Context: an optimization exercise on an open-source flow, tuned for small area and a short achievable clock period. The choices shown serve that exercise and are no tape-out recipe. The RTL was checked by simulation tests, not by an equivalence proof against the original design. The flow treats the clock pin as an ideal source, which a real chip does not have. No activity file was given, so power comes from the tool's default toggle rates.

## run 1
// rrc_filter
module rrc_filter #(
	parameter WIDTH = 9
)(
	input logic clk,
	input logic rst,
	input logic signed [WIDTH-1:0] filter_in,
	output logic signed [WIDTH-1:0] filter_out
);
Size in the first run: ~970 cells after synthesis, about 370 flip-flops, ~0.017 mm2 of cells after synthesis.
Settings: LEC_CHECK=0, ABC_CLOCK_PERIOD_IN_PS=800, CAP_MARGIN=20, CORE_MARGIN=2, CORE_UTILIZATION=70, CTS_BUF_LIST=sky130_fd_sc_hd__clkbuf_16, CTS_CLUSTER_DIAMETER=90, CTS_CLUSTER_SIZE=32, PLACE_DENSITY=0.75, SLEW_MARGIN=20, SYNTH_HIERARCHICAL=1; clock period 10.5 ns.
standard.sh (not shown) runs the stock make flow with config.mk's settings and CLKGATE_MAP_FILE= SYNTH_SCRIPT=/design/flow/synth_recipe.tcl, a recipe that flattens the netlist after the stock synthesis.
==> flow/flow/run.sh <==
#!/bin/bash
# Own layout flow: the standard ORFS flow (standard.sh, unchanged synthesis), with
#  - timing repair aimed below the design's period (SETUP_SLACK_MARGIN; the SDC is unchanged),
#  - port buffers of a normal buffer cell rather than the smallest one,
#  - after CTS, the clock port drives the tree's branch buffers directly, split in two (flow/flatten_clock_root.tcl).
# Each step's full log is kept by ORFS under orfs/logs/; make's own output goes to flow.log.
set -uo pipefail
here=$(pwd)
bash standard.sh SETUP_SLACK_MARGIN=7.45 "BUFFER_PORTS_ARGS=-buffer_cell sky130_fd_sc_hd__buf_2" \
  "POST_CTS_TCL=$here/flow/flatten_clock_root.tcl" finish > flow.log 2>&1
Other scripts of this flow, unchanged in this note and not shown: flow/flow/flatten_clock_root.tcl
The final layout from run 1, which completed every stage, passed the timing, DRC and antenna checks at the end of the flow.
Setup changes, run 1 to run 2
# run 1
export LEC_CHECK = 0
export ABC_CLOCK_PERIOD_IN_PS = 800
export CAP_MARGIN = 20
export CORE_MARGIN = 2
export CORE_UTILIZATION = 70
export CTS_BUF_LIST = sky130_fd_sc_hd__clkbuf_16
export CTS_CLUSTER_DIAMETER = 90
export CTS_CLUSTER_SIZE = 32
export PLACE_DENSITY = 0.75
export SLEW_MARGIN = 20
export SYNTH_HIERARCHICAL = 1
create_clock -name core_clock -period 10.5 [get_ports {clk}]
# run 2
export LEC_CHECK = 0
export ABC_CLOCK_PERIOD_IN_PS = 800
export CAP_MARGIN = 20
export CORE_MARGIN = 2
export CORE_UTILIZATION = 76
export CTS_BUF_LIST = sky130_fd_sc_hd__clkbuf_16
export CTS_CLUSTER_DIAMETER = 90
export CTS_CLUSTER_SIZE = 32
export PLACE_DENSITY = 0.81
export SLEW_MARGIN = 20
export SYNTH_HIERARCHICAL = 1
create_clock -name core_clock -period 10.5 [get_ports {clk}]
- Diff run 1 -> run 2: clock latency on the worst-skew pair level; cell depth of the worst setup path moved down.
- Run 2 vs run 1 — overall power of the completed layout rose 0.11 mW.
- Diff run 1 -> run 2: internal cell power saw an increase; detailed-route wire length on metal 1 saw an increase; finished layout cell area saw little to no change; post-placement setup slack saw an increase; maximum ir drop on the vdd rail saw a decrease.
#### Input delta (run 3 over run 2)
# run 2
export LEC_CHECK = 0
export ABC_CLOCK_PERIOD_IN_PS = 800
export CAP_MARGIN = 20
export CORE_MARGIN = 2
export CORE_UTILIZATION = 76
export CTS_BUF_LIST = sky130_fd_sc_hd__clkbuf_16
export CTS_CLUSTER_DIAMETER = 90
export CTS_CLUSTER_SIZE = 32
export PLACE_DENSITY = 0.81
export SLEW_MARGIN = 20
export SYNTH_HIERARCHICAL = 1
create_clock -name core_clock -period 10.5 [get_ports {clk}]
# run 3
export LEC_CHECK = 0
export ABC_CLOCK_PERIOD_IN_PS = 800
export CAP_MARGIN = 20
export CORE_MARGIN = 2
export CORE_UTILIZATION = 62
export CTS_BUF_LIST = sky130_fd_sc_hd__clkbuf_16
export CTS_CLUSTER_DIAMETER = 90
export CTS_CLUSTER_SIZE = 32
export PLACE_DENSITY = 0.67
export SLEW_MARGIN = 20
export SYNTH_HIERARCHICAL = 1
create_clock -name core_clock -period 10.5 [get_ports {clk}]
diff --git a/flow/flow/run.sh b/flow/flow/run.sh
--- a/flow/flow/run.sh
+++ b/flow/flow/run.sh
@@ -8,3 +8,3 @@
 here=$(pwd)
-bash standard.sh SETUP_SLACK_MARGIN=7.45 "BUFFER_PORTS_ARGS=-buffer_cell sky130_fd_sc_hd__buf_2" \
+bash standard.sh SETUP_SLACK_MARGIN=7.42 "BUFFER_PORTS_ARGS=-buffer_cell sky130_fd_sc_hd__buf_2" \
   "POST_CTS_TCL=$here/flow/flatten_clock_root.tcl" finish > flow.log 2>&1
==> results.txt <==
- Run 3: wire length the detailed router placed on met1 is 390 um lower than what run 2 reported.
- Going from run 2 to run 3, total routed wirelength fell by 8.5%, maximum number of pins on one net before global-route repair shrank by about 20%, final critical delay including setup and external delays down 0.014 ns, total power went down about 3%.
[inputs] run 4 vs run 3
# run 3
export LEC_CHECK = 0
export ABC_CLOCK_PERIOD_IN_PS = 800
export CAP_MARGIN = 20
export CORE_MARGIN = 2
export CORE_UTILIZATION = 62
export CTS_BUF_LIST = sky130_fd_sc_hd__clkbuf_16
export CTS_CLUSTER_DIAMETER = 90
export CTS_CLUSTER_SIZE = 32
export PLACE_DENSITY = 0.67
export SLEW_MARGIN = 20
export SYNTH_HIERARCHICAL = 1
create_clock -name core_clock -period 10.5 [get_ports {clk}]
# run 4
export LEC_CHECK = 0
export ABC_CLOCK_PERIOD_IN_PS = 800
export CAP_MARGIN = 20
export CORE_MARGIN = 2
export CORE_UTILIZATION = 57
export CTS_BUF_LIST = sky130_fd_sc_hd__clkbuf_16
export CTS_CLUSTER_DIAMETER = 90
export CTS_CLUSTER_SIZE = 32
export PLACE_DENSITY = 0.62
export SLEW_MARGIN = 20
export SYNTH_HIERARCHICAL = 1
create_clock -name core_clock -period 10.5 [get_ports {clk}]
diff --git a/flow/flow/run.sh b/flow/flow/run.sh
--- a/flow/flow/run.sh
+++ b/flow/flow/run.sh
@@ -8,3 +8,3 @@
 here=$(pwd)
-bash standard.sh SETUP_SLACK_MARGIN=7.42 "BUFFER_PORTS_ARGS=-buffer_cell sky130_fd_sc_hd__buf_2" \
+bash standard.sh SETUP_SLACK_MARGIN=7.45 "BUFFER_PORTS_ARGS=-buffer_cell sky130_fd_sc_hd__buf_2" \
   "POST_CTS_TCL=$here/flow/flatten_clock_root.tcl" finish > flow.log 2>&1
Findings:
- Between run 3 and run 4, post-layout minimum cycle time increased.
- Every stage of the flow completed for run 4, and the final layout passed the timing, DRC and antenna checks.
- No stage failed in run 3, and the final checks on the layout all came back clean.
- Run 4 against run 3; via count of the first global-routing pass is up by a few percent.
- Higher chip width among run 4 and run 3: run 4
- Relative to run 3, arrival time reported for the critical path endpoint increased by 0.03 ns in run 4.

## afterwards: timing with drivers on the ports
In the flow no input, the clock included, has a driving cell. The finished layouts below were timed again as built, in two steps. Step 1: set_driving_cell puts a clkbuf_16 on clk and a buf_2 on each other input, an assumption about the parent block. Step 2 adds t to the input delays and takes it off the output delays; t is the mean of the earliest and latest rising clock arrival at the registers after step 1. Input paths then give back, and output paths get back, about the clock's delay inside the block. Three values: no drivers, after step 1, after step 2; two values: the first two.
run | t, ns | setup WS [ns] | hold WS [ns]
run 1 | 0.420 | 7.504 / 7.483 / 7.264 | 0.358 / 0.358 / 0.358
run 2 | 0.415 | 7.482 / 7.479 / 7.171 | 0.341 / 0.341 / 0.341
run 3 | 0.426 | 7.496 / 7.474 / 7.277 | 0.331 / 0.331 / 0.331
run 4 | 0.419 | 7.461 / 7.460 / 7.285 | 0.354 / 0.354 / 0.354
After both steps every run listed still meets setup and hold. For run 2, which loses most, drivers alone change the setup slack by -0.003 ns; drivers and shift together by -0.311 ns.
